This design comes from an exercise in tuning for small area, a short achievable clock period and few clock cycles per item on the open sky130 flow, not from production work.
Function was checked by simulation only, so behaviour that the tests miss may differ from the original.

## v31
==> flow/design.v <==
module cache_controller(
    input  logic         clk,
    input  logic         rst_n,
    input  logic         read_req,      
    input  logic         write_req,     
    input  logic         cache_flush,   
    input  logic [31:0]  p_addr,        
    output logic [31:0]  m_addr,        
    input  logic [31:0]  p_w_data,      
    output logic [31:0]  p_r_data,      
    input  logic [127:0] m_r_data,      
    output logic [127:0] m_w_data,      
    input  logic         main_mem_ack,  
    output logic         mem_write,     
    output logic         mem_read,      
    output logic         stall,         
    output logic         p_ready        
);
    localparam PB = 3;      
    logic [127:0] line;     
    logic [27:0]  tag;      
    logic         valid;
    logic         dirty;
    logic         hit_r;    
    logic         miss_r;   
    logic         rd_r;     
    logic         wr_r;     
    logic         ack_r;    
    logic [3:0]   selm_r [2];  
    logic [3:0]   sell_r [2];  
    logic         rw, any, done, match, miss, fill_done, wb_done, fill_next;
    logic [3:0]   word;     
    logic [3:0]   wsel;     
    logic [3:0]   fsel;     
    logic [3:0]   hold;     
    logic [127:0] line_d;
    assign rw    = read_req | write_req;
    assign any   = read_req | write_req | cache_flush;
    assign match = valid && (tag == p_addr[31:4]);
    assign miss  = (tag[PB-1:0] != p_addr[PB+3:4]) || miss_r;
    assign fill_done = rd_r && main_mem_ack;
    assign wb_done   = wr_r && main_mem_ack;
    assign mem_write = dirty && ((rw && miss) || cache_flush);
    assign mem_read  = rw && !dirty && miss;
    assign m_addr    = {(dirty ? tag : p_addr[31:4]), 4'b0000};
    assign m_w_data  = line;
    assign done    = hit_r || (main_mem_ack && ack_r) || (cache_flush && !dirty);
    assign p_ready = any && done;
    assign stall   = any && !done;
    always_comb begin
        for (int h = 0; h < 2; h++) begin
            p_r_data[16*h +: 16] = 16'd0;
            for (int k = 0; k < 4; k++)
                p_r_data[16*h +: 16] = p_r_data[16*h +: 16]
                                     | ({16{selm_r[h][k]}} & m_r_data[32*k+16*h +: 16])
                                     | ({16{sell_r[h][k]}} & line[32*k+16*h +: 16]);
        end
    end
    always_comb begin
        for (int k = 0; k < 4; k++) begin
            word[k] = (p_addr[3:2] == 2'(k));
            wsel[k] = write_req && word[k] && (hit_r || fill_done);
            fsel[k] = fill_done && !wsel[k];
            hold[k] = !wsel[k] && !fill_done;
            line_d[32*k +: 32] = ({32{hold[k]}} & line[32*k +: 32])
                               | ({32{wsel[k]}} & p_w_data)
                               | ({32{fsel[k]}} & m_r_data[32*k +: 32]);
        end
    end
    assign fill_next = mem_read && !main_mem_ack;
    always_ff @(posedge clk) begin
        line <= line_d;
        for (int h = 0; h < 2; h++) begin
            selm_r[h] <= word & {4{fill_next}};
            sell_r[h] <= word & {4{!fill_next}};
        end
        if (fill_done)
            tag <= p_addr[31:4];
    end
    always_ff @(posedge clk or negedge rst_n) begin
        if (!rst_n) begin
            valid  <= 1'b0;
            dirty  <= 1'b0;
            hit_r  <= 1'b0;
            miss_r <= 1'b1;
            rd_r   <= 1'b0;
            wr_r   <= 1'b0;
            ack_r  <= 1'b0;
        end else begin
            hit_r  <= stall && rw && match;
            miss_r <= (stall && !match) || !(valid || fill_done);
            rd_r   <= fill_next;
            wr_r   <= mem_write && !main_mem_ack;
            ack_r  <= (mem_read || (mem_write && cache_flush)) && !main_mem_ack;
            if (fill_done)
                valid <= 1'b1;
            if (wb_done)
                dirty <= 1'b0;
            else if (write_req && (hit_r || fill_done))
                dirty <= 1'b1;
        end
    end
endmodule
export LEC_CHECK = 0
export CAP_MARGIN = 20
export CELL_PAD_IN_SITES_DETAIL_PLACEMENT = 1
export CORE_MARGIN = 2
export CORE_UTILIZATION = 50
export CTS_BUF_LIST = sky130_fd_sc_hd__clkbuf_8
export SETUP_SLACK_MARGIN = 2.8
export SLEW_MARGIN = 20
create_clock -name core_clock -period 6.0 [get_ports {clk}]
standard.sh (not shown) runs the stock make flow with config.mk's settings and CLKGATE_MAP_FILE= SYNTH_SCRIPT=/design/flow/synth_recipe.tcl, a recipe that flattens the netlist after the stock synthesis.
==> flow/flow/run.sh <==
#!/bin/bash
# Standard layout with two changes:
#  - synthesis maps the logic with an area-oriented ABC script
#    (flow/abc_area.script) instead of ORFS's speed script; everything else
#    in the standard flow's synthesis script (synth_recipe.tcl) is kept;
#  - the ports get plain buf_1 buffers (buffer_ports -buffer_cell).
set -euo pipefail
W=$PWD
# synth_recipe.tcl with a wrapper that swaps the ABC script
{
  head -n 1 synth_recipe.tcl
  cat <<EOT
proc abc {args} {
  set i [lsearch -exact \$args -script]
  if {\$i >= 0} { set args [lreplace \$args [expr {\$i+1}] [expr {\$i+1}] $W/flow/abc_area.script] }
  yosys abc {*}\$args
}
EOT
  tail -n +2 synth_recipe.tcl
} > synth_area.tcl
sed "s#SYNTH_SCRIPT=[^ ]*synth_recipe.tcl#SYNTH_SCRIPT=$W/synth_area.tcl#" standard.sh > standard_area.sh
grep -q "SYNTH_SCRIPT=$W/synth_area.tcl" standard_area.sh
export BUFFER_PORTS_ARGS="-buffer_cell sky130_fd_sc_hd__buf_1"
bash standard_area.sh > standard.log 2>&1
==> flow/flow/abc_area.script <==
strash
&get -n
&fraig -x
&put
dc2
strash
&get -n
&dch -f
&nf -R 1000
&put
v31: aborted in global routing (5_1_grt) (tool error)
Testbench counts of v31, summed over its fixed seeds: cycles 67,648, items 12,008.
Input-level comparison between v18 and v31:
- CELL_PAD_IN_SITES_DETAIL_PLACEMENT removed (was 1)
- SETUP_SLACK_MARGIN changed from 2.8 to 3.0
### Flow results
v18 has completed all stages; timing, DRC and antenna checks passed. As far as synthesized flop and latch total is concerned, v18 and v31 perform about the same. Comparing v18 and v31, the higher routability-driven placement congestion ratio is on v31. Per the comparison of v18 with v31, synthesized area level, post-CTS setup buffer count moved up. From v18 to v31, chip width did not move at all. The higher worst slack at placement of v18 and v31 is in v18. Reported for v18 and v31, post-synthesis instance total turned out identical to the last digit. On post-placement cell area, v18 and v31 are basically level.

[port drivers added, routing unchanged]
The results above use ideal ports. As a check the final layout listed here was re-extracted and re-timed, cells and wires unchanged. Step 1 (the two cells are an assumption about what drives the block):
set clk [get_ports {clk}]
set_driving_cell -lib_cell sky130_fd_sc_hd__clkbuf_16 $clk
set_driving_cell -lib_cell sky130_fd_sc_hd__buf_2 [delete_from_list [all_inputs] $clk]
Step 2, shift: input delay + t, output delay - t, t = (earliest + latest rising clock arrival at the registers) / 2. This alone moves slack from input paths to output paths. Three values: ideal, step 1, step 2; two values: the first two.
run: v18
t, ns: 0.510
setup slack, ns: 2.814 / 2.775 / 2.395
worst setup path after step 2: input to register
pins driven straight from the clock port: 1
After both steps setup and hold are still met in v18. For v18, drivers alone change the setup slack by -0.039 ns; drivers and shift together by -0.419 ns.
